Background: an optimization exercise with open tools, aiming at small area and a short achievable clock period. Do not read the settings as production practice.
Only simulation tests tie the RTL to the original design; equivalence was not proved.
The clock input has no modelled driver; a real chip could not lean on it and would need a root buffer or a full tree.
Power is estimated from default activity; no workload was simulated.

==> try-quartz <==
// TEN_GIG_MAC_RX_PATH
module TEN_GIG_MAC_RX_PATH #(
    parameter       P_SRC_MAC  = 48'h01_02_03_04_05_06
)(
    input           i_clk               ,
    input           i_rst               ,
    input  [63:0]   i_xgmii_rxd         ,
    input  [7 :0]   i_xgmii_rxc         ,
    input  [47:0]   i_dynamic_src_mac   ,
    input           i_dynamic_src_valid ,
    output [63:0]   m_axis_rdata        ,
    output [79:0]   m_axis_ruser        ,
    output [7 :0]   m_axis_rkeep        ,
    output          m_axis_rlast        ,
    output          m_axis_rvalid       ,
    output          o_crc_error         ,
    output          o_crc_valid
);
reg  [63:0] d1;              
reg  [7 :0] c1;
reg  [31:0] r2;              
always @(posedge i_clk) begin
    d1 <= i_xgmii_rxd;
    c1 <= i_xgmii_rxc;
    r2 <= d1[63:32];
end
wire        fb0 = c1[0] && d1[7 :0 ] == 8'hFB;      
wire        fb4 = c1[4] && d1[39:32] == 8'hFB;      
wire [7:0]  fd;                                     
genvar gi;
generate for (gi = 0; gi < 8; gi = gi + 1) begin : g_fd
    assign fd[gi] = c1[gi] && d1[8*gi+7 -: 8] == 8'hFD;
  ...
export LEC_CHECK = 0
export CAP_MARGIN = 20
export CORE_MARGIN = 2
export CORE_UTILIZATION = 60
export SETUP_SLACK_MARGIN = 5
export SLEW_MARGIN = 20
create_clock -name core_clock -period 9.0 [get_ports {i_clk}]
run.sh (not shown) runs the stock make flow with config.mk's settings and CLKGATE_MAP_FILE= SYNTH_SCRIPT=/design/flow/synth_recipe.tcl, a recipe that flattens the netlist after the stock synthesis.
==> try-maple: changes against try-quartz <==
- CORE_UTILIZATION: 60 -> 40
- SETUP_SLACK_MARGIN: 5 -> not set
==> try-nickel: changes against try-quartz <==
==> flow/flow/run.sh (new file) <==
#!/bin/bash
# Own layout flow: the standard ORFS flow (standard.sh), with
#  - port buffers chosen here (buf_1 on inputs, buf_2 on outputs) instead of
#    the resizer's default cell, one buffer per port as the standard flow does;
#  - timing repair asked to leave more setup slack than the default, so the
#    layout reaches a shorter clock period (the SDC and clock are the standard flow's).
set -euo pipefail
W=$(pwd)
export DONT_BUFFER_PORTS=1
export PRE_GLOBAL_PLACE_TCL=$W/flow/ports.tcl
export SETUP_SLACK_MARGIN=${RUN_SETUP_MARGIN:-6.0}
export CTS_BUF_LIST="sky130_fd_sc_hd__clkbuf_4 sky130_fd_sc_hd__clkbuf_8"
bash standard.sh > $W/standard_flow.log 2>&1
==> flow/flow/ports.tcl (new file) <==
# one buffer on every input and output port (the clock port is left to CTS)
buffer_ports -inputs -buffer_cell sky130_fd_sc_hd__buf_1
buffer_ports -outputs -buffer_cell sky130_fd_sc_hd__buf_2
==> flow/standard.sh (new file) <==
#!/bin/bash
# synth_recipe.tcl (not shown) runs the flow's synth.tcl, then flattens the netlist and writes it again
# the make line also repeats each setting of config.mk as NAME=value (left out here)
make -C /OpenROAD-flow-scripts/flow DESIGN_CONFIG=/design/flow/config.mk WORK_HOME=/design/flow/orfs CLKGATE_MAP_FILE= SYNTH_SCRIPT=/design/flow/synth_recipe.tcl "${@:-finish}"
- CORE_UTILIZATION: 60 -> 40
- SETUP_SLACK_MARGIN: 5 -> not set
removed: flow/run.sh
==> summary.txt <==
Share of the clock period used by the worst path after layout: try-nickel 0.349; try-maple 0.398; try-quartz 0.397
Hold path endpoint: try-nickel a3[2]$_DFF_P_; try-maple a3[16]$_DFF_P_; try-quartz a3[32]$_DFF_P_
Headroom to the max-slew limit: try-nickel 0.325; try-maple 0.315; try-quartz 0.306
Leakage dissipation: try-nickel 11.1 nW; try-maple 12.0 nW; try-quartz 11.9 nW
Status: try-nickel complete, no violations; try-maple complete, no violations; try-quartz complete, no violations
Pwr per Cell Area: try-nickel 524 mW/mm^2; try-maple 480 mW/mm^2; try-quartz 478 mW/mm^2
Highest layer used for signal routing: try-nickel met5; try-maple met5; try-quartz met4
Share of power burned in registers: try-nickel 0.269; try-maple 0.265; try-quartz 0.270
Share of power burned in the clock network: try-nickel 0.199; try-maple 0.203; try-quartz 0.184
Clock Network Area Fraction: try-nickel 0.0888; try-maple 0.0796; try-quartz 0.0697
M1 GR Usage: try-nickel 0.288; try-maple 0.291; try-quartz 0.438
Met3 demand-to-capacity share in global routing: try-nickel 0.0521; try-maple 0.0356; try-quartz 0.0552
Final-layout worst hold slack: try-nickel 0.282 ns; try-maple 0.316 ns; try-quartz 0.320 ns
Final Routed Wirelength: try-nickel 67.3 mm; try-maple 66.8 mm; try-quartz 64.3 mm
Measured slew at the worst slew-check pin: try-nickel 1.01 ns; try-maple 1.03 ns; try-quartz 1.04 ns
Area added between synthesis and finish: try-nickel 12.3%; try-maple 23.2%; try-quartz 20.6%
Largest net degree at the start of global routing: try-nickel 75; try-maple 75; try-quartz 77
Register-to-register setup slack: try-nickel 6.07 ns; try-maple 5.74 ns; try-quartz 5.62 ns
Detailed-routed wire length on met2: try-nickel 30.4 mm; try-maple 31.1 mm; try-quartz 29.9 mm
Die W: try-nickel 249 um; try-maple 249 um; try-quartz 204 um

* * *

==> inputs of 12-12 <==
TEN_GIG_MAC_RX_PATH, a different RTL version from the one above (not shown whole).
Settings: LEC_CHECK=0, CAP_MARGIN=20, CORE_MARGIN=2, CORE_UTILIZATION=40, SLEW_MARGIN=20; clock period 9.0 ns.
standard.sh (not shown) runs the stock make flow with config.mk's settings and CLKGATE_MAP_FILE= SYNTH_SCRIPT=/design/flow/synth_recipe.tcl, a recipe that flattens the netlist after the stock synthesis.
==> flow/flow/run.sh <==
#!/bin/bash
set -euo pipefail
W=$(pwd)
MARGIN=6.2
CLUSTER=12
DIAM=60
export BUFFER_PORTS_ARGS="-buffer_cell sky130_fd_sc_hd__buf_2"
export CTS_ARGS="-sink_clustering_enable -repair_clock_nets -dont_use_dummy_load -buf_list {sky130_fd_sc_hd__clkbuf_4 sky130_fd_sc_hd__clkbuf_8} -sink_clustering_size $CLUSTER -sink_clustering_max_diameter $DIAM"
if [[ $MARGIN != 0 ]]; then export SETUP_SLACK_MARGIN=$MARGIN; fi
bash standard.sh > $W/standard_flow.log 2>&1
==> 08-19: changes against 12-12 <==
--- a/flow/design.v
+++ b/flow/design.v
@@ -336,15 +336,17 @@
             ulen <= ulen + 16'd1;
         if (i_dynamic_src_valid)
             local_mac <= i_dynamic_src_mac;
     end
 end
+wire [63:0] nxt_rdata = {a6[55:48], a6[63:56], a5[7:0], a5[15:8], a5[23:16],
+                         a5[31:24], a5[39:32], a5[47:40]};
 reg  [63:0] st;
 always @(posedge i_clk) begin
     rkeep_out <= rlast_int ? kv : 8'hFF;
-    if (p8)
-        st <= m_axis_rdata;
+    if (p7)
+        st <= nxt_rdata;
 end
 reg  [31:0] crc;
 reg         crc_err;
 wire [31:0] crc_nxt;
 reg  [31:0] kres;
==> flow/flow/run.sh (replaced) <==
#!/bin/bash
set -euo pipefail
W=$(pwd)
MARGIN=6.25
CLUSTER=30
DIAM=80
export DONT_BUFFER_PORTS=1
export PRE_GLOBAL_PLACE_TCL=$W/flow/ports.tcl
export CTS_ARGS="-sink_clustering_enable -repair_clock_nets -dont_use_dummy_load -buf_list {sky130_fd_sc_hd__clkbuf_8 sky130_fd_sc_hd__clkbuf_16} -root_buf sky130_fd_sc_hd__clkbuf_16 -sink_clustering_size $CLUSTER -sink_clustering_max_diameter $DIAM"
NLEAF=26
if [[ $NLEAF != 0 ]]; then export PRE_CTS_TCL=$W/flow/cts.tcl; fi
if [[ $MARGIN != 0 ]]; then export SETUP_SLACK_MARGIN=$MARGIN; fi
bash standard.sh > $W/standard_flow.log 2>&1
==> flow/flow/cts.tcl (new file) <==
# Sourced at the start of the CTS step (PRE_CTS_TCL): builds the clock tree
# here instead of TritonCTS, whose H-tree always puts three buffers between the
# clock port and the registers.  This tree has two levels: one root buffer
# driving one leaf buffer per cluster of registers (k-means on the placed
# register locations, at most a fixed number per cluster), every register one root and one leaf buffer from the
# port, so clock arrival is balanced.  The rest of the CTS step (placement
# legalisation, timing repair) runs as usual.
proc my_two_level_cts {nleaf leafcell rootcell} {
  set block [ord::get_db_block]
  set db [ord::get_db]
  set clknet [$block findNet i_clk]
  set sinks {}
  foreach it [$clknet getITerms] {
    set inst [$it getInst]
    set loc [$inst getLocation]
    lappend sinks [list $it [lindex $loc 0] [lindex $loc 1]]
  }
  set n [llength $sinks]
  set sorted [lsort -real -index 1 $sinks]
  set cents {}
  for {set k 0} {$k < $nleaf} {incr k} {
    set s [lindex $sorted [expr {int(($k + 0.5) * $n / $nleaf)}]]
    lappend cents [list [lindex $s 1] [lindex $s 2]]
  }
  # k-means with at most cap registers per cluster: registers are assigned
  # in order of their distance to the nearest centre, each to the nearest
  # centre that still has room
  set cap [expr {int(ceil(1.12 * $n / $nleaf))}]
  for {set iter 0} {$iter < 30} {incr iter} {
    set order {}
    set i 0
    foreach s $sinks {
      set ds {}
      for {set k 0} {$k < $nleaf} {incr k} {
        set c [lindex $cents $k]
        lappend ds [list $k [expr {abs([lindex $s 1] - [lindex $c 0]) + abs([lindex $s 2] - [lindex $c 1])}]]
      }
      set ds [lsort -real -index 1 $ds]
      lappend order [list $i [lindex $ds 0 1] $ds]
      incr i
    }
    set sumx [lrepeat $nleaf 0.0]; set sumy [lrepeat $nleaf 0.0]; set cnt [lrepeat $nleaf 0]
    set assign [lrepeat $n 0]
    foreach o [lsort -real -index 1 $order] {
      set i [lindex $o 0]
      foreach kd [lindex $o 2] {
        set k [lindex $kd 0]
        if {[lindex $cnt $k] < $cap} { break }
      }
      set s [lindex $sinks $i]
      lset assign $i $k
      lset sumx $k [expr {[lindex $sumx $k] + [lindex $s 1]}]
      lset sumy $k [expr {[lindex $sumy $k] + [lindex $s 2]}]
      lset cnt $k [expr {[lindex $cnt $k] + 1}]
    }
    for {set k 0} {$k < $nleaf} {incr k} {
      if {[lindex $cnt $k] > 0} {
        lset cents $k [list [expr {[lindex $sumx $k] / [lindex $cnt $k]}] [expr {[lindex $sumy $k] / [lindex $cnt $k]}]]
      }
    }
  }
  puts "two-level clock tree: $n registers, cluster sizes [lsort -integer $cnt]"
  set rootm [$db findMaster $rootcell]
  set leafm [$db findMaster $leafcell]
  set root [odb::dbInst_create $block $rootm clktree_root]
  set rootnet [odb::dbNet_create $block clktree_root_net]
  $rootnet setSigType CLOCK
  [$root findITerm A] connect $clknet
  [$root findITerm X] connect $rootnet
  set rx 0.0; set ry 0.0; set used 0
  for {set k 0} {$k < $nleaf} {incr k} {
    if {[lindex $cnt $k] == 0} { continue }
    set leaf [odb::dbInst_create $block $leafm clktree_leaf_$k]
    set lnet [odb::dbNet_create $block clktree_leaf_net_$k]
    $lnet setSigType CLOCK
    [$leaf findITerm A] connect $rootnet
    [$leaf findITerm X] connect $lnet
    set c [lindex $cents $k]
    $leaf setLocation [expr {int([lindex $c 0])}] [expr {int([lindex $c 1])}]
    $leaf setPlacementStatus PLACED
    set rx [expr {$rx + [lindex $c 0]}]; set ry [expr {$ry + [lindex $c 1]}]
    incr used
    set leaves($k) $lnet
  }
  $root setLocation [expr {int($rx / $used)}] [expr {int($ry / $used)}]
  $root setPlacementStatus PLACED
  set i 0
  foreach s $sinks {
    set it [lindex $s 0]
    $it disconnect
    $it connect $leaves([lindex $assign $i])
    incr i
  }
}

my_two_level_cts 26 sky130_fd_sc_hd__clkbuf_16 sky130_fd_sc_hd__clkbuf_16

# the tree is built: the step's clock_tree_synthesis call only sets the
# clock propagated, as TritonCTS leaves it
rename clock_tree_synthesis my_unused_clock_tree_synthesis
proc clock_tree_synthesis {args} {
  puts "clock tree built by flow/cts.tcl; TritonCTS not run"
  set_propagated_clock [all_clocks]
}
==> flow/flow/ports.tcl (new file) <==
# Sourced before global placement (PRE_GLOBAL_PLACE_TCL). The standard step
# removes the synthesis buffers and then buffers every port; here the port
# buffering (DONT_BUFFER_PORTS=1 skips the standard one) follows
# remove_buffers directly, with buf_1 on inputs and buf_2 on outputs.
rename remove_buffers my_std_remove_buffers
proc remove_buffers {args} {
  my_std_remove_buffers {*}$args
  buffer_ports -inputs -buffer_cell sky130_fd_sc_hd__buf_1
  buffer_ports -outputs -buffer_cell sky130_fd_sc_hd__buf_2
}
--- a/flow/config.mk
+++ b/flow/config.mk
@@ -5,7 +5,7 @@
 export SDC_FILE = /design/flow/constraint.sdc
 export NUM_CORES = 4
 export LEC_CHECK = 0
 export CAP_MARGIN = 20
 export CORE_MARGIN = 2
-export CORE_UTILIZATION = 40
+export CORE_UTILIZATION = 60
 export SLEW_MARGIN = 20
==> 04-26: changes against 12-12 <==
==> flow/flow/run.sh (replaced) <==
#!/bin/bash
set -euo pipefail
W=$(pwd)
MARGIN=6.0
CLUSTER=30
DIAM=80
export BUFFER_PORTS_ARGS="-buffer_cell sky130_fd_sc_hd__buf_2"
export CTS_ARGS="-sink_clustering_enable -repair_clock_nets -dont_use_dummy_load -buf_list {sky130_fd_sc_hd__clkbuf_8 sky130_fd_sc_hd__clkbuf_16} -root_buf sky130_fd_sc_hd__clkbuf_16 -sink_clustering_size $CLUSTER -sink_clustering_max_diameter $DIAM"
if [[ $MARGIN != 0 ]]; then export SETUP_SLACK_MARGIN=$MARGIN; fi
bash standard.sh > $W/standard_flow.log 2>&1
--- a/flow/config.mk
+++ b/flow/config.mk
@@ -5,7 +5,7 @@
 export SDC_FILE = /design/flow/constraint.sdc
 export NUM_CORES = 4
 export LEC_CHECK = 0
 export CAP_MARGIN = 20
 export CORE_MARGIN = 2
-export CORE_UTILIZATION = 40
+export CORE_UTILIZATION = 70
 export SLEW_MARGIN = 20
==> flow_summary.toml <==
[outcome]
outcome = "finished clean"

[routing]
vias = 13735

[finish]
final_area_um2 = 27870

[timing]
slew_headroom_pct = 24.55

[cts]
insertion_delay_ns = 0.67
That was 12-12.
==> flow_summary.toml <==
[outcome]
outcome = "finished clean"

[routing]
vias = 14192

[yosys]
synthTopCellsByCount = "dfxtp_1 (483), xnor2_1 (196), xor2_1 (128)"

[place]
placed_cell_area_um2 = 25430

[cts]
insertion_delay_ns = 0.61

[timing]
slew_headroom_pct = 18.53
slew_viol_final = 0

[finish]
final_area_um2 = 26190
That was 04-26.
==> flow_summary.toml <==
[outcome]
outcome = "finished clean"

[finish]
final_area_um2 = 26860

[routing]
vias = 13624

[cts]
insertion_delay_ns = 0.62
That was 08-19.
In 08-19 the design's own scripts or RTL, not TritonCTS, make the clock network.

-- afterwards: timing with drivers on the ports --
How much do the figures lean on ideal ports? The routed layouts below were timed once more, with nothing changed but the port constraints. Step 1: set_driving_cell puts a clkbuf_16 on i_clk and a buf_2 on each other input, an assumption about the parent block. Step 2 also shifts input and output timing later by t, the mid clock arrival at the registers, as if the neighbouring blocks saw the same clock. Slacks: ideal / step 1 / step 2; pairs: ideal / step 1.
run | t, ns | slack for setup (ns) | worst setup path after step 2 | worst register clock-pin slew, ns
try-quartz | 0.671 | 5.423 / 5.365 / 5.531 | input, reset recovery | 0.08 / 0.08
try-maple | 0.676 | 5.422 / 5.363 / 5.521 | input, reset recovery | 0.07 / 0.07
try-nickel | 0.753 | 5.860 / 5.805 / 5.870 | input to register | 0.07 / 0.07
12-12 | 0.679 | 5.964 / 5.910 / 5.776 | input to register | 0.09 / 0.09
08-19 | 0.663 | 5.977 / 5.921 / 5.953 | input, reset recovery | 0.10 / 0.10
04-26 | 0.613 | 5.972 / 5.919 / 5.884 | input, reset recovery | 0.12 / 0.12
After both steps every run listed still meets setup and hold. For 12-12, which loses most, drivers alone change the setup slack by -0.054 ns; drivers and shift together by -0.188 ns. The worst setup slack also covers recovery checks on asynchronous resets.
